Background: an optimization exercise with open tools, aiming at a short achievable clock period and few clock cycles. Do not read the settings as production practice.
Only simulation tests tie the RTL to the original design; equivalence was not proved.
Power is estimated from default activity; no workload was simulated.

==> design/flow/design.v <==
module ALU (a, b, sub, uns, sel, link, res);
    input  [31:0] a, b, link;
    input         sub, uns;
    input  [5:0]  sel;            
    output [31:0] res;
    wire [31:0] bx = sub ? ~b : b;
    wire [32:0] sum33 = {1'b0, a} + {1'b0, bx} + {32'd0, sub};
    wire [31:0] sum = sum33[31:0];
    wire ltu = ~sum33[32];
    wire lts = (a[31] ^ b[31]) ? a[31] : sum[31];
    wire slt = uns ? ltu : lts;
    assign res = ({32{sel[0]}} & sum) |
                 ({32{sel[1]}} & (a & b)) |
                 ({32{sel[2]}} & (a | b)) |
                 ({32{sel[3]}} & (a ^ b)) |
                 ({31'd0, sel[4] & slt}) |
                 ({32{sel[5]}} & link);
endmodule
module PC_mux (a, b, c_eq1, c_eq0, c_lt1, c_lt0, c_al, miss);
    input  [31:0] a, b;
    input         c_eq1, c_eq0, c_lt1, c_lt0, c_al;
    output        miss;
    wire eq = (a == b);
    wire lt = ($signed(a) < $signed(b));
    assign miss = (c_eq1 & eq) | (c_eq0 & ~eq) | (c_lt1 & lt) | (c_lt0 & ~lt) | c_al;
endmodule
module PC_register (e_jr, e_miss, stall, pred_b, pred_j,
                    jalr_tgt, e_alt, pc, tgt_b, tgt_j, pc4, pc_next);
    input         e_jr, e_miss, stall, pred_b, pred_j;
    input  [7:0] jalr_tgt, e_alt, pc, tgt_b, tgt_j, pc4;
    output [7:0] pc_next;
    wire sel_f  = ~e_jr & ~e_miss & ~stall;
    wire sel_st = ~e_jr & ~e_miss & stall;
    wire sel_b  = sel_f & pred_b;
    wire sel_j  = sel_f & pred_j;
    wire sel_4  = sel_f & ~pred_b & ~pred_j;
    assign pc_next = ({8{e_jr}} & jalr_tgt) | ({8{e_miss}} & e_alt) |
                     ({8{sel_st}} & pc) | ({8{sel_b}} & tgt_b) |
                     ({8{sel_j}} & tgt_j) | ({8{sel_4}} & pc4);
endmodule
module Register_file (rs, regs, rd);
    input  [4:0] rs; input [32*31-1:0] regs; output reg [31:0] rd;
    wire [32*32-1:0] all = {regs, 32'd0};
    reg [31:0] g [0:3];
    integer k, j;
    always @* begin
        for (k = 0; k < 4; k = k + 1) begin
            g[k] = 32'd0;
            for (j = 0; j < 8; j = j + 1)
                g[k] = g[k] | ({32{rs[2:0] == j}} & all[32*(8*k+j) +: 32]);
        end
        rd = ({32{rs[4:3] == 2'd0}} & g[0]) | ({32{rs[4:3] == 2'd1}} & g[1]) |
             ({32{rs[4:3] == 2'd2}} & g[2]) | ({32{rs[4:3] == 2'd3}} & g[3]);
    end
endmodule
module SrcB_mux (se, sm, sr, si, e_res, m_res, rf, imm, v);
    input         se, sm, sr, si;
    input  [7:0] e_res, m_res, rf, imm;
    output [7:0] v;
    assign v = ({8{se}} & e_res) | ({8{sm}} & m_res) |
               ({8{sr}} & rf) | ({8{si}} & imm);
endmodule
module adder_PC4 (a, b, s);
    input  [31:0] a, b;
    output [31:0] s;
    assign s = a + b;
endmodule
module adder_PCimm (pc, hi_m1, ir, tgt);
    input  [31:0] pc, ir;
    input  [23:0] hi_m1;
    output [31:0] tgt;
    wire [8:0] lo = {1'b0, pc[7:0]} + {1'b0, ir[27:25], ir[11:8], 1'b0};
    assign tgt = {lo[8] ? pc[31:8] : hi_m1, lo[7:0]};
endmodule
module adder_PCj (pc, hi_p1, hi_m1, ir, tgt);
    input  [31:0] pc, ir;
    input  [23:0] hi_p1, hi_m1;
    output [31:0] tgt;
    wire [8:0] lo = {1'b0, pc[7:0]} + {1'b0, ir[27:21], 1'b0};
    assign tgt = {(lo[8] == ir[31]) ? pc[31:8] : lo[8] ? hi_p1 : hi_m1, lo[7:0]};
endmodule
module RISC_V(clk, rst, imem_addr, imem_rdata, dmem_addr, dmem_wdata, dmem_we, dmem_rdata);
    input clk, rst;
    output [31:0] imem_addr;
    input [31:0] imem_rdata;
    output [31:0] dmem_addr, dmem_wdata;
    output dmem_we;
    input [31:0] dmem_rdata;
    reg [31:0] pc_f;
    reg        e_valid;
    reg [4:0]  e_rd;
    reg        e_we, e_load, e_store, e_pred;
    reg        c_eq1, c_eq0, c_lt1, c_lt0, c_al, e_jr;
    reg [5:0]  e_sel;             
    reg        e_sub, e_unsigned;
    reg [31:0] e_a, e_b, e_r2, e_imm, e_bimm, e_pc, e_link;
    reg        m_valid;
    reg [4:0]  m_rd;
    reg        m_we, m_load, m_store;
    reg [31:0] m_val, m_wdata;
    reg [31:0] rf [1:31];
    wire [31:0] ir = imem_rdata;
    assign imem_addr = pc_f;
    wire [6:0] op  = ir[6:0];
    wire [4:0] rd  = ir[11:7];
    wire [2:0] f3  = ir[14:12];
    wire [4:0] rs1 = ir[19:15];
    wire [4:0] rs2 = ir[24:20];
    wire       f7b = ir[30];
    wire is_r     = (op == 7'b0110011);
    wire is_i     = (op == 7'b0010011);
    wire is_load  = (op == 7'b0000011);
    wire is_store = (op == 7'b0100011);
    wire is_br    = (op == 7'b1100011);
    wire is_lui   = (op == 7'b0110111);
    wire is_jal   = (op == 7'b1101111);
    wire is_jalr  = (op == 7'b1100111);
    wire [31:0] imm_i = {{20{ir[31]}}, ir[31:20]};
    wire [31:0] imm_s = {{20{ir[31]}}, ir[31:25], ir[11:7]};
    wire [31:0] imm_b = {{20{ir[31]}}, ir[7], ir[30:25], ir[11:8], 1'b0};
    wire [31:0] imm_j = {{12{ir[31]}}, ir[19:12], ir[20], ir[30:21], 1'b0};
    wire [31:0] imm_u = {ir[31:12], 12'd0};
    wire use1 = is_r | is_i | is_load | is_store | is_br | is_jalr;
    wire use2 = is_r | is_store | is_br;
    wire writes = (is_r | is_i | is_load | is_lui | is_jal | is_jalr) && (rd != 5'd0);
    reg [5:0] sel;
    reg       sub, uns;
    always @* begin
        sel = 6'b000001;
        sub = 1'b0;
        uns = 1'b0;
        if (is_r | is_i) begin
            case (f3)
                3'b000: begin sel = 6'b000001; sub = is_r & f7b; end
                3'b010: begin sel = 6'b010000; sub = 1'b1; end
                3'b011: begin sel = 6'b010000; sub = 1'b1; uns = 1'b1; end
                3'b110: sel = 6'b000100;
                3'b111: sel = 6'b000010;
                3'b100: sel = 6'b001000;
                default: sel = 6'b000001;
            endcase
        end else if (is_jal | is_jalr) begin
            sel = 6'b100000;
        end
    end
    wire [31:0] e_res;
    wire [31:0] m_res = m_load ? dmem_rdata : m_val;
    wire fe1 = e_valid & e_we & (e_rd == rs1) & ~is_lui;
    wire fe2 = e_valid & e_we & (e_rd == rs2);
    wire fm1 = m_valid & m_we & (m_rd == rs1) & ~is_lui;
    wire fm2 = m_valid & m_we & (m_rd == rs2);
    wire [32*31-1:0] rf_flat;
    genvar gi;
    generate for (gi = 1; gi < 32; gi = gi + 1) begin : rff
        assign rf_flat[32*(gi-1) +: 32] = rf[gi];
    end endgenerate
    wire [31:0] rf1, rf2;
    Register_file RF1 (.rs(rs1), .regs(rf_flat), .rd(rf1));
    Register_file RF2 (.rs(rs2), .regs(rf_flat), .rd(rf2));
    wire bimm = ~(is_r | is_br);
    wire s1e = fe1;
    wire s1m = ~fe1 & fm1;
    wire s1r = ~fe1 & ~fm1 & ~is_lui;
    wire s2e = fe2;
    wire s2m = ~fe2 & fm2;
    wire s2r = ~fe2 & ~fm2;
    wire [31:0] f_immv = is_store ? imm_s : is_lui ? imm_u : imm_i;
    wire [31:0] v1, v2, vb;
    genvar si;
    generate for (si = 0; si < 4; si = si + 1) begin : ops
        SrcB_mux OPA (.se(s1e), .sm(s1m), .sr(s1r), .si(1'b0), .e_res(e_res[8*si +: 8]),
                      .m_res(m_res[8*si +: 8]), .rf(rf1[8*si +: 8]), .imm(8'd0), .v(v1[8*si +: 8]));
        SrcB_mux OPB (.se(s2e & ~bimm), .sm(s2m & ~bimm), .sr(s2r & ~bimm), .si(bimm),
                      .e_res(e_res[8*si +: 8]), .m_res(m_res[8*si +: 8]), .rf(rf2[8*si +: 8]),
                      .imm(f_immv[8*si +: 8]), .v(vb[8*si +: 8]));
        SrcB_mux OPR (.se(s2e), .sm(s2m), .sr(s2r), .si(1'b0), .e_res(e_res[8*si +: 8]),
                      .m_res(m_res[8*si +: 8]), .rf(rf2[8*si +: 8]), .imm(8'd0), .v(v2[8*si +: 8]));
    end endgenerate
    wire stall = e_valid & e_load & e_we &
                 ((use1 & (e_rd == rs1)) | (use2 & (e_rd == rs2)));
    wire short_b = (ir[7] == ir[31]) & (ir[30:28] == {3{ir[31]}});
    wire short_j = (ir[19:12] == {8{ir[31]}}) & (ir[20] == ir[31]) &
                   (ir[30:28] == {3{ir[31]}});
    wire pred_b = is_br & ir[31] & short_b;
    wire pred_j = is_jal;
    wire pred_taken = pred_b | pred_j;
    wire [23:0] hi_p1 = pc_f[31:8] + 24'd1;
    wire [23:0] hi_m1 = pc_f[31:8] - 24'd1;
    wire [31:0] tgt_b, tgt_j;
    adder_PCimm TGB (.pc(pc_f), .hi_m1(hi_m1), .ir(ir), .tgt(tgt_b));
    adder_PCj   TGJ (.pc(pc_f), .hi_p1(hi_p1), .hi_m1(hi_m1), .ir(ir), .tgt(tgt_j));
    wire [31:0] f_pc4 = pc_f + 32'd4;
    wire bq  = is_br & (f3 == 3'b000);
    wire bn  = is_br & (f3 == 3'b001);
    wire bl  = is_br & (f3 == 3'b100);
    wire bg  = is_br & (f3 == 3'b101);
    wire bx  = is_br & ~bq & ~bn & ~bl & ~bg;
    wire f_eq1 = (bq & ~pred_taken) | (bn & pred_taken);
    wire f_eq0 = (bq & pred_taken) | (bn & ~pred_taken);
    wire f_lt1 = (bl & ~pred_taken) | (bg & pred_taken);
    wire f_lt0 = (bl & pred_taken) | (bg & ~pred_taken);
    wire f_al  = (is_jal & ~short_j) | (bx & pred_taken);
    ALU ALU_E (.a(e_a), .b(e_b), .sub(e_sub), .uns(e_unsigned), .sel(e_sel),
               .link(e_link), .res(e_res));
    wire e_miss;
    PC_mux BR (.a(e_a), .b(e_r2), .c_eq1(c_eq1), .c_eq0(c_eq0), .c_lt1(c_lt1),
               .c_lt0(c_lt0), .c_al(c_al), .miss(e_miss));
    wire [31:0] jalr_tgt, e_tgt;
    adder_PC4 JT (.a(e_a), .b(e_imm), .s(jalr_tgt));
    adder_PC4 BT (.a(e_pc), .b(e_bimm), .s(e_tgt));
    wire [31:0] e_alt = e_pred ? e_link : e_tgt;
    wire [31:0] pc_next;
    generate for (si = 0; si < 4; si = si + 1) begin : pcn
        PC_register PCN (.e_jr(e_jr), .e_miss(e_miss), .stall(stall), .pred_b(pred_b),
                         .pred_j(pred_j), .jalr_tgt(jalr_tgt[8*si +: 8]), .e_alt(e_alt[8*si +: 8]),
                         .pc(pc_f[8*si +: 8]), .tgt_b(tgt_b[8*si +: 8]), .tgt_j(tgt_j[8*si +: 8]),
                         .pc4(f_pc4[8*si +: 8]), .pc_next(pc_next[8*si +: 8]));
    end endgenerate
    wire f_go = ~stall & ~e_miss & ~e_jr;
    always @(posedge clk or posedge rst) begin
        if (rst) begin
            pc_f <= 32'd0;
            e_valid <= 1'b0;
            m_valid <= 1'b0;
            m_store <= 1'b0;
            c_eq1 <= 1'b0;
            c_eq0 <= 1'b0;
            c_lt1 <= 1'b0;
            c_lt0 <= 1'b0;
            c_al <= 1'b0;
            e_jr <= 1'b0;
        end else begin
            pc_f <= pc_next;
            e_valid <= f_go;
            c_eq1 <= f_go & f_eq1;
            c_eq0 <= f_go & f_eq0;
            c_lt1 <= f_go & f_lt1;
            c_lt0 <= f_go & f_lt0;
            c_al <= f_go & f_al;
            e_jr <= f_go & is_jalr;
            m_valid <= e_valid;
            m_store <= e_valid & e_store;
        end
    end
    always @(posedge clk) begin
        e_rd <= rd;
        e_we <= writes;
        e_load <= is_load;
        e_store <= is_store;
        e_pred <= pred_b | (is_jal & short_j);
        e_sel <= sel;
        e_sub <= sub;
        e_unsigned <= uns;
        e_a <= v1;
        e_b <= vb;
        e_r2 <= v2;
        e_imm <= imm_i;
        e_bimm <= is_jal ? imm_j : imm_b;
        e_pc <= pc_f;
        e_link <= f_pc4;
    end
    always @(posedge clk) begin
        m_rd <= e_rd;
        m_we <= e_we;
        m_load <= e_load;
        m_val <= e_res;
        m_wdata <= e_r2;
    end
    always @(posedge clk) begin
        if (m_valid && m_we)
            rf[m_rd] <= m_res;
    end
    assign dmem_addr = m_val;
    assign dmem_wdata = m_wdata;
    assign dmem_we = m_store;
endmodule
==> design/flow/flow/run.sh <==
#!/bin/bash
set -euo pipefail
bash standard.sh SETUP_SLACK_MARGIN=6 ADDER_MAP_FILE= ABC_CLOCK_PERIOD_IN_PS=2500 finish > standard_make.log 2>&1
==> design/flow/standard.sh <==
#!/bin/bash
# synth_recipe.tcl (not shown) runs the flow's synth.tcl, then flattens the netlist and writes it again
# the make line also repeats each setting of config.mk as NAME=value (left out here)
make -C /OpenROAD-flow-scripts/flow DESIGN_CONFIG=/design/flow/config.mk WORK_HOME=/design/flow/orfs CLKGATE_MAP_FILE= SYNTH_SCRIPT=/design/flow/synth_recipe.tcl "${@:-finish}"
==> design/flow/config.mk <==
export PLATFORM = sky130hd
export DESIGN_NAME = RISC_V
export DESIGN_NICKNAME = RISC_V
export VERILOG_FILES = /design/flow/design.v
export SDC_FILE = /design/flow/constraint.sdc
export NUM_CORES = 4
export LEC_CHECK = 0
export CAP_MARGIN = 20
export CORE_MARGIN = 2
export CORE_UTILIZATION = 30
export SLEW_MARGIN = 20
export SYNTH_HIERARCHICAL = 1
==> design/flow/constraint.sdc <==
create_clock -name core_clock -period 8.8 [get_ports {clk}]
set_input_delay 1.7600 -clock core_clock [delete_from_list [all_inputs] [get_ports {clk}]]
set_output_delay 1.7600 -clock core_clock [all_outputs]
set_load 0.01 [all_outputs]
==> summary.txt, run 1 <==
----------------------------------------------------
[Setup path]
  Data required, critical path ... 9500 ps
  Worst setup path startpoint ... e_sub
  CP Max Fanout ... 8
  Crit path launch type ... register
  Element type at the critical path end ... register
  Worst setup path category ... reg2reg
  Worst path arrival time ... 4420 ps
  Startpoint of the lowest-slack register-to-register path ... e_sub

[Die]
  Die Y ... 500 µm
  Die area ... 250000 µm²
  I/O pins ... 163
  Initial Util ... 30.1%
  Die Span X ... 500 µm
  Row Count ... 182
  Core box area ... 245000 µm²

[Synthesis]
  Cell area after synthesis ... 73800 µm²
  Async set or reset register ratio after synthesis ... 3.14%
  Mapped Cells ... 6993
  Warnings, synthesis ... 9
  #FFs+latches synth ... 1304
  Post-synthesis area per instance ... 10.5 µm²
  Post-synthesis cell type count ... 114
  Primary FF master, synth ... sky130_fd_sc_hd__edfxtp_1
  Seq/Total Area, Yosys ... 49.1%
  Post-synth EDFFs ... 992

[Power and ir drop]
  Static Leak ... 33.3 nW
  Power density over cell area ... 231 nW/µm²
  IR Drop Worst-Case VDD ... 0.226 mV

[STA]
  Final-report setup violation count ... 0
  Slew Viols, Final ... 0
  Final critical delay including setup and external delays ... 3720 ps
  WHS ... 379 ps
  Actual slew at the worst max-slew pin ... 1100 ps
  Max transition margin ... 26.8%
  Unrepaired setup endpoints after global routing ... true
  Worst-case clock skew ... 47.6 ps
  Endpoints failing hold ... 0
  Period Utilization, post-route ... 42.3%
  Max frequency ... 0.268 GHz
  Setup TNS ... 0 ps

[Detailed routing]
  Routed length per placed instance ... 33.7 µm
  DRC ... 0
  1st-iter DRT viols ... 13162
  Overall via count from detail_route ... 71014
  1st-pass router iterations ... 12
  Total wire length after detailed routing ... 364 mm
  Antenna viol nets, final ... 0
  Vias per cell ... 6.57

[GRT]
  Largest net degree at the start of global routing ... 79
  First-pass GRT wire length ... 500 mm
  Number of antenna violations at the first check in global routing ... 27
  Vias in the first global route ... 66151
  Global route total overflow ... 0
  Total track usage ... 27.6%

[CTS]
  Count of H-tree levels built during CTS ... 4
  Clock slew at reported path FFs ... 70 ps
  Number of buffers added to fix hold violations after cts ... 0
  Number of clock buffers inserted by TritonCTS ... 141
  Clk buf depth ... 3
  Master cell of the clock root buffer ... sky130_fd_sc_hd__clkbuf_16
  Num Clock Sinks ... 1304
  Clock insertion delay at the later pin of the skew report ... 860 ps
  CTS tree ... done

[Placed design]
  Detail Placement HPWL ... 190 mm
  Routability Congestion ... 0.930
  Input/output buffers ... 162

[Finish]
  Util after Layout ... 38.7%
  Share of layout cells above drive strength 1 ... 26.9%
  Fillers ... 23095
  Number of nets in the finished design ... 7514
  Area added between synthesis and finish ... 28.6%

[Hold path]
  Hold wc startpoint ... e_r2[20]
  Class of the tightest hold or removal check ... reg2reg

[Run]
  Count of max-cap constraint violations ... 0

[Run status]
  Run status ... timing/DRC/antenna clean

----------------------------------------------------
## layer usage
metal / vias to the layer above / share of wire, % / GRT usage [%]
li1: 28190 / - / -
met1: 34344 / 33 / 32.1
met2: 6504 / 41 / 40.1
met3: 1956 / 15 / 11.5
met4: 20 / 9.8 / 21.9
met5: - / 0.057 / 0
## where the power goes
group	internal, W	switching (W)	leakage, nW
combinational	0.00296	0.00460	19.4
clock	0.00344	0.00271	2.29
sequential	0.00757	0.000589	11.6
## per-module statistics from Yosys (local to each module, per instance)
| module | area [µm²] | times used | cells | flip-flops and latches |
|---|---|---|---|---|
| PC_register | 367 | 4 | 49 | 0 |
| SrcB_mux | 225 | 12 | 28 | 0 |
| PC_mux | 821 | 1 | 119 | 0 |
| Register_file | 8850 | 2 | 1387 | 0 |
| adder_PCimm | 574 | 1 | 66 | 0 |
| ALU | 5220 | 1 | 823 | 0 |
| adder_PC4 | 1760 | 2 | 269 | 0 |
| adder_PCj | 2120 | 1 | 329 | 0 |
| RISC_V | 39600 | 1 | 1812 | 1304 |
## final timing paths
path | end | slack (ps) | cells past startpoint
max | e_a[31] | 5080 | 13
min in group asynchronous | pc_f[2] | 1430 | 3
min reg2reg | m_wdata[20] | 380 | 0
min | m_wdata[20] | 380 | 0
max reg2reg | e_a[31] | 5080 | 13
max in group asynchronous | pc_f[26] | 6810 | 3
## metrics by stage
stage / total power, W / setup slack (ps) / area, µm² / cells
2_1_floorplan: 0.0120 / 5330 / 75400 / 7067
3_3_place_gp: 0.0140 / 3070 / 78600 / 9941
3_5_place_dp: 0.0141 / 3110 / 78600 / 9943
4_1_cts: 0.0214 / 5210 / 93100 / 10691
5_1_grt: 0.0224 / 5060 / 94800 / 10791
6_report: 0.0219 / 5080 / 94800 / 10807
## synthesized netlist by cell type, types with 168 or more instances
| cell | instances | area share (%) |
|---|---|---|
| sky130_fd_sc_hd__buf_2 | 193 | 1.3 |
| sky130_fd_sc_hd__nand2_1 | 504 | 2.6 |
| sky130_fd_sc_hd__dfxtp_1 | 271 | 7.4 |
| sky130_fd_sc_hd__o22ai_1 | 187 | 1.6 |
| sky130_fd_sc_hd__nor2_1 | 279 | 1.4 |
| sky130_fd_sc_hd__mux2_2 | 207 | 3.2 |
| sky130_fd_sc_hd__a21o_1 | 168 | 1.7 |
| sky130_fd_sc_hd__o21ai_0 | 210 | 1.4 |
| sky130_fd_sc_hd__nor3_1 | 170 | 1.2 |
| sky130_fd_sc_hd__a22oi_1 | 494 | 5.0 |
| sky130_fd_sc_hd__xnor2_1 | 268 | 3.2 |
| sky130_fd_sc_hd__clkbuf_1 | 325 | 1.7 |
| sky130_fd_sc_hd__edfxtp_1 | 992 | 40 |
| sky130_fd_sc_hd__a21oi_1 | 566 | 3.8 |
## cell families after synthesis
logic type / Yosys count / share of synthesized area [%]
AOI/OAI and AO/OA: 2484 / 24.2
and+or+nand+nor: 1665 / 11.6
DFF: 1304 / 49.1
buffers and inverters: 819 / 5.44
xor gates and xnor gates: 359 / 4.31
muxes: 287 / 4.25
adders and majority gates: 74 / 1.03
other: 1 / 0.00508
## area by class of cell
cell class / instances / area [µm²] / share of cell area, %
inverters: 158 / 631 / 0.665
repair buffers: 874 / 11600 / 12.3
clock inverters: 86 / 940 / 0.991
well taps: 3220 / 4030 / 4.25
multi-input cells: 4969 / 37300 / 39.3
diodes: 21 / 52.6 / 0.0554
flip-flops and latches: 1304 / 36500 / 38.5
clock buffers: 175 / 3740 / 3.94
## layout by cell type (no fill, tap or decap), drive strengths merged, types with 44 or more instances in the layout
master   count
xor2        88
clkbuf     190
o32a        44
o2111ai     49
a222oi     113
a31oi       69
edfxtp     992
conb        75
maj3        74
mux2       211
nand2      504
nand2b     139
a21oi      568
a21o       170
nor3       175
nor2b       46
or3         57
inv        166
dfxtp      271
nand3      123
a221o       90
mux2i       76
clkinv      63
nand4       52
buf        748
bufbuf      57
a221oi     122
and3        67
nor2       288
xnor2      271
o22ai      187
o21ai      237
a22oi      566
## worst max-delay path, cell delays in order (launching register included)
cell and delay, ps:
sky130_fd_sc_hd__dfxtp_4 410, sky130_fd_sc_hd__buf_6 150, sky130_fd_sc_hd__or2_4 250, sky130_fd_sc_hd__a21oi_4 200, sky130_fd_sc_hd__nor4_4 80, sky130_fd_sc_hd__o221a_1 310
sky130_fd_sc_hd__a2111o_1 430, sky130_fd_sc_hd__and2_4 180, sky130_fd_sc_hd__a211o_1 300, sky130_fd_sc_hd__o21ai_2 180, sky130_fd_sc_hd__xnor2_1 90, sky130_fd_sc_hd__a221o_2 430
sky130_fd_sc_hd__a22oi_2 420, sky130_fd_sc_hd__nand2_1 130
## timing repair
action	in CTS	in global routing
gates resized for setup	1392	162
hold endpoints to repair	0	0
endpoints found under the setup margin	702	397
setup buffers	374	87
cloned	113	7
pin swaps	308	136
## state kept, by name (all words and copies together), names as in the netlist, 5 cells and up
signal and count:
rf 992, e_imm 11, e_pc 30, m_val 32, e_a 32, e_r2 32, e_link 32, m_rd 5
e_bimm 14, m_wdata 32, e_sel 6, e_rd 5, pc_f 32, e_b 32
Testbench counts, summed over its fixed seeds: cycles 165,922.
==> run 2, diff against run 1 <==
--- a/design/flow/design.v
+++ b/design/flow/design.v
@@ -91,3 +91,3 @@
     reg [4:0]  e_rd;
-    reg        e_we, e_load, e_store, e_pred;
+    reg        e_we, e_load, e_store, e_pred, e_stfwd;
     reg        c_eq1, c_eq0, c_lt1, c_lt0, c_al, e_jr;
@@ -178,4 +178,5 @@
     end endgenerate
-    wire stall = e_valid & e_load & e_we &
-                 ((use1 & (e_rd == rs1)) | (use2 & (e_rd == rs2)));
+    wire ld_e = e_valid & e_load & e_we;
+    wire stall = ld_e & ((use1 & (e_rd == rs1)) | (use2 & ~is_store & (e_rd == rs2)));
+    wire st_fwd = ld_e & is_store & (e_rd == rs2);
     wire short_b = (ir[7] == ir[31]) & (ir[30:28] == {3{ir[31]}});
@@ -250,2 +251,3 @@
         e_pred <= pred_b | (is_jal & short_j);
+        e_stfwd <= st_fwd;
         e_sel <= sel;
@@ -266,3 +268,3 @@
         m_val <= e_res;
-        m_wdata <= e_r2;
+        m_wdata <= e_stfwd ? dmem_rdata : e_r2;
     end
--- a/design/flow/config.mk
+++ b/design/flow/config.mk
@@ -9,4 +9,3 @@
 export CORE_MARGIN = 2
-export CORE_UTILIZATION = 30
+export CORE_UTILIZATION = 40
 export SLEW_MARGIN = 20
-export SYNTH_HIERARCHICAL = 1
==> run 2 against run 1 <==
  * Die area down 34%
  * Synthesized cell count decreased by 18%
  * Power is 7.4% lower
  * Non-clock buffer count increased by 96
  * Clock power grew 4.2%
  * Synthesized area shrank 12%
  * Worst hold slack got worse by 36 ps
  * Critical path depth is the same
  * Final area down 7.2%
  * Wire length fell by 11%
  * Worst setup slack lost 180 ps
  * Fmax is 4.5% lower
  * Critical path type is now in2reg
  * Largest cell class is now flip-flops and latches
  * Largest power group unchanged
==> summary.txt, run 2 <==
----------------------------------------------------
[Placed design]
  Input/output buffers ... 162 (unchanged)
  Routability Congestion ... 0.950 (was 0.930)
  Detail Placement HPWL ... 162 mm (was 190 mm)
  Worst slack at placement ... 2600 ps (was 3110 ps)

[Die]
  Die area ... 165000 µm² (was 250000 µm²)
  Row Count ... 147 (was 182)
  Die Y ... 406 µm (was 500 µm)
  Die Span X ... 406 µm (was 500 µm)
  Core box area ... 160000 µm² (was 245000 µm²)
  I/O pins ... 163 (unchanged)
  Initial Util ... 40.3% (was 30.1%)

[CTS]
  Count of H-tree levels built during CTS ... 4 (unchanged)
  Master cell of the clock root buffer ... sky130_fd_sc_hd__clkbuf_16 (unchanged)
  CTS tree ... done (unchanged)
  Clk buf depth ... 3 (unchanged)
  Number of clock buffers inserted by TritonCTS ... 145 (was 141)
  Num Clock Sinks ... 1305 (was 1304)
  Clock slew at reported path FFs ... 60 ps (was 70 ps)
  Number of buffers added to fix hold violations after cts ... 0 (unchanged)
  Clock insertion delay at the later pin of the skew report ... 830 ps (was 860 ps)

[Synthesis]
  Cell taking the most area after synthesis ... sky130_fd_sc_hd__edfxtp_1 (unchanged)
  Top cell types by occurrence after synthesis ... 992 x sky130_fd_sc_hd__edfxtp_1, 478 x sky130_fd_sc_hd__a22oi_1, 405 x sky130_fd_sc_hd__clkbuf_1, 349 x sky130_fd_sc_hd__nand2_1, 287 x sky130_fd_sc_hd__nor2_1 (was 992 x sky130_fd_sc_hd__edfxtp_1, 566 x sky130_fd_sc_hd__a21oi_1, 504 x sky130_fd_sc_hd__nand2_1, 494 x sky130_fd_sc_hd__a22oi_1, 325 x sky130_fd_sc_hd__clkbuf_1)
  Cell area after synthesis ... 64600 µm² (was 73800 µm²)
  Primary FF master, synth ... sky130_fd_sc_hd__edfxtp_1 (unchanged)
  Seq/Total Area, Yosys ... 56.1% (was 49.1%)
  Post-synthesis area per instance ... 11.3 µm² (was 10.5 µm²)
  Mapped Cells ... 5715 (was 6993)
  Post-synth EDFFs ... 992 (unchanged)
  Synth area leaders ... sky130_fd_sc_hd__edfxtp_1 46%, sky130_fd_sc_hd__dfxtp_1 8.4%, sky130_fd_sc_hd__a22oi_1 5.6%, sky130_fd_sc_hd__a22o_1 3.2%, sky130_fd_sc_hd__a221oi_1 3.0% (was sky130_fd_sc_hd__edfxtp_1 40%, sky130_fd_sc_hd__dfxtp_1 7.4%, sky130_fd_sc_hd__a22oi_1 5.0%, sky130_fd_sc_hd__a21oi_1 3.8%, sky130_fd_sc_hd__xnor2_1 3.2%)
  Area share of the largest cell type after synthesis ... 46.1% (was 40.4%)
  #FFs+latches synth ... 1305 (was 1304)
  Post-synthesis cell type count ... 95 (was 114)
  Most common cell in the netlist ... sky130_fd_sc_hd__edfxtp_1 (unchanged)
  Async set or reset register ratio after synthesis ... 3.14% (about the same)
  Warnings, synthesis ... 3 (was 9)

[Finish]
  Share of layout cells above drive strength 1 ... 34.6% (was 26.9%)
  Flip-flop count of the largest register after layout ... 992 (unchanged)
  Area added between synthesis and finish ... 36.3% (was 28.6%)
  Commonest cells after routing, fill and taps aside ... 992 x sky130_fd_sc_hd__edfxtp_1, 434 x sky130_fd_sc_hd__buf_4, 357 x sky130_fd_sc_hd__a22oi_1 (was 992 x sky130_fd_sc_hd__edfxtp_1, 538 x sky130_fd_sc_hd__a21oi_1, 493 x sky130_fd_sc_hd__nand2_1)
  Number of nets in the finished design ... 6398 (was 7514)
  Most flops, register ... rf (unchanged)
  Leading cell type in the layout, fill and taps excluded ... sky130_fd_sc_hd__edfxtp_1 (unchanged)
  Util after Layout ... 54.9% (was 38.7%)

[Setup path]
  Worst path arrival time ... 4600 ps (was 4420 ps)
  Cell count of the worst reg-to-reg path ... 11 (was 13)
  Crit path cell chain ... buf_12 > a31oi_4 > o31ai_4 > maj3_2 > maj3_2 > maj3_2 > a21o_1 > o21a_4 > nor4b_4 > o21ai_1 > a22o_1 > a221oi_2 > o211ai_1 (was buf_6 > or2_4 > a21oi_4 > nor4_4 > o221a_1 > a2111o_1 > and2_4 > a211o_1 > o21ai_2 > xnor2_1 > a221o_2 > a22oi_2 > nand2_1)
  WP buf/inv ... 1 (unchanged)
  Element type at the critical path end ... register (unchanged)
  Worst reg2reg setup slack ... 4970 ps (was 5080 ps)
  Startpoint of the lowest-slack register-to-register path ... e_r2[18] (was e_sub)
  Data required, critical path ... 9500 ps (about the same)
  Delay of the slowest cell on the worst path ... 370 ps (was 430 ps)
  Crit path launch type ... input pin (was register)
  CP Max Fanout ... 5 (was 8)
  Reg-to-reg critical path endpoint ... pc_f[20] (was e_a[31])
  Worst setup path category ... in2reg (was reg2reg)
  Crit-path leading delay family ... compound AO/OA/AOI/OAI gates (unchanged)
  Slowest cell on the critical path ... sky130_fd_sc_hd__maj3_2 (was sky130_fd_sc_hd__a2111o_1)
  Critical Path Most Common Cell ... sky130_fd_sc_hd__maj3_2

[STA]
  Worst-case clock skew ... 49.8 ps (was 47.6 ps)
  Unrepaired setup endpoints after global routing ... true (unchanged)
  Final-report setup violation count ... 0 (unchanged)
  Slew Viols, Final ... 0 (unchanged)
  Setup slack after layout ... 4900 ps (was 5080 ps)
  Max frequency ... 0.256 GHz (was 0.268 GHz)
  WHS ... 342 ps (was 379 ps)
  Max transition margin ... 21.0% (was 26.8%)
  Final critical delay including setup and external delays ... 3900 ps (was 3720 ps)
  Endpoints failing hold ... 0 (unchanged)
  Period Utilization, post-route ... 44.3% (was 42.3%)
  Actual slew at the worst max-slew pin ... 1180 ps (was 1100 ps)
  Setup TNS ... 0 ps (unchanged)

[GRT]
  First-pass GRT wire length ... 441 mm (was 500 mm)
  Total track usage ... 37.9% (was 27.6%)
  Global route total overflow ... 0 (unchanged)
  Vias in the first global route ... 57558 (was 66151)
  Largest net degree at the start of global routing ... 63 (was 79)
  Number of antenna violations at the first check in global routing ... 11 (was 27)

[Power and ir drop]
  IR Drop Worst-Case VDD ... 0.165 mV (was 0.226 mV)
  Static Leak ... 30.1 nW (was 33.3 nW)
  Power density over cell area ... 230 nW/µm² (was 231 nW/µm²)

[Detailed routing]
  Vias per cell ... 7.11 (was 6.57)
  Antenna viol nets, final ... 0 (unchanged)
  Routed length per placed instance ... 37.5 µm (was 33.7 µm)
  Total wire length after detailed routing ... 324 mm (was 364 mm)
  1st-pass router iterations ... 14 (was 12)
  DRC ... 0 (unchanged)
  Overall via count from detail_route ... 61320 (was 71014)
  1st-iter DRT viols ... 10830 (was 13162)

[Run status]
  Run status ... timing/DRC/antenna clean (unchanged)

[Hold path]
  Hold wc startpoint ... e_load (was e_r2[20])
  Capture endpoint of the worst hold path ... m_load (was m_wdata[20])
  Worst hold path stage count ... 0 (unchanged)
  Class of the tightest hold or removal check ... reg2reg (unchanged)

[Run]
  Count of max-cap constraint violations ... 0 (unchanged)

----------------------------------------------------
[run 2: changes by cell type after synthesis, sizes merged, moves of 132 or more]
cell	change
buf	-211
a21oi	-290
a22o	+214
nand2	-154
o22ai	-157
a21o	-132
[run 2: metal layers]
layer	vias to the layer above	GRT usage (%)	wire [µm]
met4	12	30.7	32500
met3	1788	15.2	52300
met1	29560	46.0	108000
li1	23909	-	-
met5	-	0.387	361
met2	6051	52.7	131000
[run 2: per-stage QoR]
step	power, W	cells	instance area [µm²]
final	0.0202	8626	88000
after CTS	0.0195	8461	84700
after detailed placement	0.0121	7653	69400
after floorplan	0.0104	5715	66700
after global placement	0.0120	7651	69300
after global routing	0.0207	8619	88000
[run 2: cell type report]
| class | count | area [µm²] |
|---|---|---|
| diodes | 11 | 27.5 |
| clock buffers | 193 | 4050 |
| clock inverters | 77 | 938 |
| fillers | 12927 | 72400 |
| inverters | 113 | 493 |
| multi-input cells | 3789 | 31100 |
| flip-flops and latches | 1305 | 36500 |
| well taps | 2160 | 2700 |
| repair buffers | 970 | 12100 |
| repair inverters | 8 | 52.6 |
[run 2: kinds of logic (layout without fill, tap and decap cells)]
kind of cell | after synthesis | count (layout) | synth area share (%)
other | 0 | 11 | 0
AND/OR/NAND/NOR | 1258 | 1274 | 9.58
multiplexers | 185 | 185 | 3.25
AO/OA/AOI/OAI | 1982 | 1982 | 22.4
XOR/XNOR | 289 | 289 | 3.92
adder cells (fa/ha/maj) | 59 | 59 | 0.924
buffers and inverters | 637 | 1361 | 3.82
flip-flops | 1305 | 1305 | 56.1
[run 2: power breakdown]
part	internal, W	switching, W	total [W]
clock network	0.00371	0.00270	0.00641
logic	0.00234	0.00342	0.00576
registers	0.00752	0.000554	0.00807
total	0.0136	0.00668	0.0202
[run 2: timing repair]
item,in CTS,in global routing
setup endpoints to repair,932,497
pin swaps,397,334
gates resized for setup,1517,428
buffers inserted,443,147
endpoints found under the hold margin,0,0
cloned,95,7
[run 2: worst max path at each step]
stage | start | to | slack [ps] | cells past startpoint
6_report | imem_rdata[9] | pc_f[31] | 4900 | 13
3_3_place_gp | imem_rdata[20] | e_b[0] | 2630 | 12
4_1_cts | imem_rdata[1] | pc_f[20] | 4960 | 13
3_5_place_dp | imem_rdata[20] | e_b[0] | 2600 | 12
5_1_grt | imem_rdata[9] | pc_f[31] | 4790 | 13
2_1_floorplan | imem_rdata[8] | pc_f[31] | 4420 | 12
[run 2: worst reg2reg max path, delay by kind of cell (launching register included)]
family | cells | cell delay (ps)
compound gates | 9 | 2670
xor+xnor | 1 | 180
flops | 1 | 680
simple gates | 1 | 210
Testbench counts of run 2, summed over its fixed seeds: cycles 165,573.
==> run 3, diff against run 2 <==
--- a/design/flow/config.mk
+++ b/design/flow/config.mk
@@ -9,3 +9,4 @@
 export CORE_MARGIN = 2
-export CORE_UTILIZATION = 40
+export CORE_UTILIZATION = 30
 export SLEW_MARGIN = 20
+export SYNTH_HIERARCHICAL = 1
==> run 3 against run 2 <==
  * Still clean on timing, DRC and antenna
  * Via count up 17%
  * Clock power down 3%
  * Worst setup slack better by 130 ps
  * Core utilization down 16 points
  * Power up 9.0%
  * Highest routed layer unchanged
==> summary.txt, run 3 <==
----------------------------------------------------
[Synthesis]
  #FFs+latches synth ... 1305 (unchanged)
  Post-synthesis cell type count ... 116 (was 95)
  Seq/Total Area, Yosys ... 48.9% (was 56.1%)
  Post-synthesis area per instance ... 10.6 µm² (was 11.3 µm²)
  Area share of the largest cell type after synthesis ... 40.2% (was 46.1%)
  Cell area after synthesis ... 74200 µm² (was 64600 µm²)
  Async set or reset register ratio after synthesis ... 3.14% (unchanged)
  Most common cell in the netlist ... sky130_fd_sc_hd__edfxtp_1 (unchanged)
  Synth area leaders ... sky130_fd_sc_hd__edfxtp_1 40%, sky130_fd_sc_hd__dfxtp_1 7.3%, sky130_fd_sc_hd__a22oi_1 5.0%, sky130_fd_sc_hd__a21oi_1 3.9%, sky130_fd_sc_hd__mux2_2 3.6% (was sky130_fd_sc_hd__edfxtp_1 46%, sky130_fd_sc_hd__dfxtp_1 8.4%, sky130_fd_sc_hd__a22oi_1 5.6%, sky130_fd_sc_hd__a22o_1 3.2%, sky130_fd_sc_hd__a221oi_1 3.0%)
  Top cell types by occurrence after synthesis ... 992 x sky130_fd_sc_hd__edfxtp_1, 571 x sky130_fd_sc_hd__a21oi_1, 504 x sky130_fd_sc_hd__nand2_1, 494 x sky130_fd_sc_hd__a22oi_1, 316 x sky130_fd_sc_hd__clkbuf_1 (was 992 x sky130_fd_sc_hd__edfxtp_1, 478 x sky130_fd_sc_hd__a22oi_1, 405 x sky130_fd_sc_hd__clkbuf_1, 349 x sky130_fd_sc_hd__nand2_1, 287 x sky130_fd_sc_hd__nor2_1)
  Primary FF master, synth ... sky130_fd_sc_hd__edfxtp_1 (unchanged)
  Cell taking the most area after synthesis ... sky130_fd_sc_hd__edfxtp_1 (unchanged)
  Post-synth EDFFs ... 992 (unchanged)
  Mapped Cells ... 7027 (was 5715)
  Warnings, synthesis ... 9 (was 3)

[CTS]
  CTS tree ... done (unchanged)
  Count of H-tree levels built during CTS ... 4 (unchanged)
  Clock slew at reported path FFs ... 60 ps (about the same)
  Number of buffers added to fix hold violations after cts ... 0 (unchanged)
  Clock insertion delay at the later pin of the skew report ... 860 ps (was 830 ps)
  Master cell of the clock root buffer ... sky130_fd_sc_hd__clkbuf_16 (unchanged)
  Clk buf depth ... 3 (unchanged)
  Num Clock Sinks ... 1305 (unchanged)
  Number of clock buffers inserted by TritonCTS ... 140 (was 145)

[Detailed routing]
  1st-iter DRT viols ... 13583 (was 10830)
  Vias per cell ... 6.63 (was 7.11)
  Routed length per placed instance ... 34.7 µm (was 37.5 µm)
  DRC ... 0 (unchanged)
  Total wire length after detailed routing ... 375 mm (was 324 mm)
  1st-pass router iterations ... 15 (was 14)
  Overall via count from detail_route ... 71617 (was 61320)
  Antenna viol nets, final ... 0 (unchanged)

[Die]
  Die Y ... 501 µm (was 406 µm)
  Initial Util ... 30.2% (was 40.3%)
  Core box area ... 246000 µm² (was 160000 µm²)
  Row Count ... 182 (was 147)
  Die area ... 251000 µm² (was 165000 µm²)
  Die Span X ... 501 µm (was 406 µm)
  I/O pins ... 163 (unchanged)

[STA]
  Setup TNS ... 0 ps (unchanged)
  Actual slew at the worst max-slew pin ... 1140 ps (was 1180 ps)
  Final-report setup violation count ... 0 (unchanged)
  Period Utilization, post-route ... 42.9% (was 44.3%)
  Max frequency ... 0.265 GHz (was 0.256 GHz)
  Final critical delay including setup and external delays ... 3770 ps (was 3900 ps)
  Slew Viols, Final ... 0 (unchanged)
  Unrepaired setup endpoints after global routing ... true (unchanged)
  Max transition margin ... 24.2% (was 21.0%)
  Setup slack after layout ... 5030 ps (was 4900 ps)
  Endpoints failing hold ... 0 (unchanged)
  Worst-case clock skew ... 62.1 ps (was 49.8 ps)

[Hold path]
  Class of the tightest hold or removal check ... reg2reg (unchanged)

[Finish]
  Multi-input combinational cell area ... 37800 µm² (was 31100 µm²)
  Fillers ... 23324 (was 12927)
  Leading cell type in the layout, fill and taps excluded ... sky130_fd_sc_hd__edfxtp_1 (unchanged)
  Area of all sequential standard cells ... 36600 µm² (was 36500 µm²)
  Commonest cells after routing, fill and taps aside ... 992 x sky130_fd_sc_hd__edfxtp_1, 538 x sky130_fd_sc_hd__a21oi_1, 491 x sky130_fd_sc_hd__nand2_1 (was 992 x sky130_fd_sc_hd__edfxtp_1, 434 x sky130_fd_sc_hd__buf_4, 357 x sky130_fd_sc_hd__a22oi_1)
  Most flops, register ... rf (unchanged)
  Area added between synthesis and finish ... 27.6% (was 36.3%)
  Share of layout cells above drive strength 1 ... 27.0% (was 34.6%)
  Flip-flop count of the largest register after layout ... 992 (unchanged)
  Finished Layout Cells ... 10798 (was 8626)
  Number of nets in the finished design ... 7517 (was 6398)

[Setup path]
  CP Max Fanout ... 9 (was 5)
  Data required, critical path ... 9470 ps (was 9500 ps)
  Worst setup path category ... in2reg (unchanged)
  Worst path arrival time ... 4440 ps (was 4600 ps)
  Element type at the critical path end ... register (unchanged)
  Crit path launch type ... input pin (unchanged)

[Run]
  Count of max-cap constraint violations ... 0 (unchanged)

[GRT]
  Number of antenna violations at the first check in global routing ... 20 (was 11)
  Global route total overflow ... 0 (unchanged)
  Vias in the first global route ... 65377 (was 57558)
  Largest net degree at the start of global routing ... 91 (was 63)
  Total track usage ... 27.9% (was 37.9%)
  First-pass GRT wire length ... 504 mm (was 441 mm)

[Power and ir drop]
  Power density over cell area ... 233 nW/µm² (was 230 nW/µm²)
  Static Leak ... 33.1 nW (was 30.1 nW)
  IR Drop Worst-Case VDD ... 0.241 mV (was 0.165 mV)

[Placed design]
  Detail Placement HPWL ... 194 mm (was 162 mm)
  Input/output buffers ... 162 (unchanged)
  Worst slack at placement ... 3180 ps (was 2600 ps)
  Number of instances in the placed design ... 9982 (was 7653)
  Routability Congestion ... 0.965 (was 0.950)

[Run status]
  Run status ... timing/DRC/antenna clean (unchanged)

----------------------------------------------------
## run 3: changes by cell type after synthesis, sizes merged, moves of 103 or more
cell / change
a21oi: +295
buf: +218
a22o: -215
o22ai: +158
nand2: +156
mux2: +147
a21o: +130
a221oi: -103
## run 3: per-module statistics from Yosys (local to each module, per instance)
module	flip-flops and latches	cells inside	times used
ALU	0	823	1
PC_mux	0	119	1
PC_register	0	49	4
RISC_V	1305	1846	1
Register_file	0	1387	2
SrcB_mux	0	28	12
adder_PC4	0	269	2
adder_PCimm	0	66	1
adder_PCj	0	329	1
## run 3: metrics by stage
stage	total power [W]	utilization (%)	hold WS (ps)	area (µm²)
after floorplan	0.0120	-	331	75600
after global placement	0.0142	32.1	339	79000
after detailed placement	0.0142	32.1	343	79000
after CTS	0.0215	37.6	355	92400
after global routing	0.0226	38.5	370	94600
final	0.0221	38.5	358	94700
## run 3: kinds of logic (layout without fill, tap and decap cells)
group / after synthesis / count (layout) / synth area share, %
AO/OA/AOI/OAI: 2490 / 2500 / 24.1
XOR/XNOR: 360 / 360 / 4.30
adder cells (fa/ha/maj): 74 / 74 / 1.02
buffers and inverters: 822 / 1263 / 5.43
flip-flops: 1305 / 1305 / 48.9
multiplexers: 315 / 315 / 4.66
other: 1 / 87 / 0.00505
AND/OR/NAND/NOR: 1660 / 1674 / 11.6
## run 3: timing repair
action                                 in CTS  in global routing
pin swaps                                 251                211
resized for setup                        1325                251
endpoints found under the hold margin       0                  0
buffers inserted                          334                102
gates cloned                               96                 15
setup endpoints to repair                 439                616
## run 3: layout make-up
class,count,area share [%]
clock buffers,185,4.12
flip-flops and latches,1305,38.6
clock inverters,72,0.874
repair inverters,1,0.00925
diodes,12,0.0317
inverters,163,0.707
repair buffers,842,11.5
multi-input cells,4998,39.9
well taps,3220,4.26
## run 3: report_power, final
group | internal [W] | switching [W]
clock network | 0.00355 | 0.00268
logic | 0.00294 | 0.00470
registers | 0.00758 | 0.000620
total | 0.0141 | 0.00799
## run 3: metal layers
metal  up-vias  track usage, %  wire [µm]
met2      6641            41.6     155000
met3      2138            9.80      56200
met5         -               0        179
met4        10            21.6      39400
li1      28276               -          -
met1     34552            32.7     124000
## run 3: worst max-delay path, cell delays in order
cell	delay, ps
sky130_fd_sc_hd__clkdlybuf4s50_1	670
sky130_fd_sc_hd__and4_1	450
sky130_fd_sc_hd__nand4_1	250
sky130_fd_sc_hd__clkinvlp_4	400
sky130_fd_sc_hd__nor4b_4	260
sky130_fd_sc_hd__buf_4	210
sky130_fd_sc_hd__a222oi_1	290
sky130_fd_sc_hd__nand4_1	140
## run 3: worst paths after layout
| path | slack [ps] | start | endpoint | cells after the start |
|---|---|---|---|---|
| max | 5030 | imem_rdata[29] | pc_f[19] | 8 |
| min | 360 | e_we | m_we | 0 |
| max reg2reg | 5090 | e_a[26] | pc_f[19] | 14 |
| min reg2reg | 360 | e_we | m_we | 0 |
| max in group asynchronous | 6740 | rst | pc_f[26] | 3 |
| min in group asynchronous | 1470 | rst | pc_f[0] | 3 |

-- separate check: timing with driven ports --
In the flow no input, the clock included, has a driving cell. The finished layouts below were timed again as built, in two steps.
Step 1: set_driving_cell puts a clkbuf_16 on clk and a buf_2 on each other input, an assumption about the parent block.
Step 2 also shifts input and output timing later by t, the mid clock arrival at the registers, as if the neighbouring blocks saw the same clock.
Slacks: no drivers / after step 1 / after step 2; pairs: no drivers / after step 1.
run	shift t [ns]	setup WS [ns]	clock arrival spread, ns
run 1	0.925	5.076 / 4.948 / 4.023	0.048 / 0.047
run 2	0.894	4.899 / 4.736 / 3.842	0.052 / 0.052
run 3	0.913	5.029 / 4.951 / 4.038	0.065 / 0.065
After both steps setup and hold are still met in every run listed. The setup slack of run 2, which loses most, moves by -0.163 ns with the drivers and by -1.057 ns with both steps.
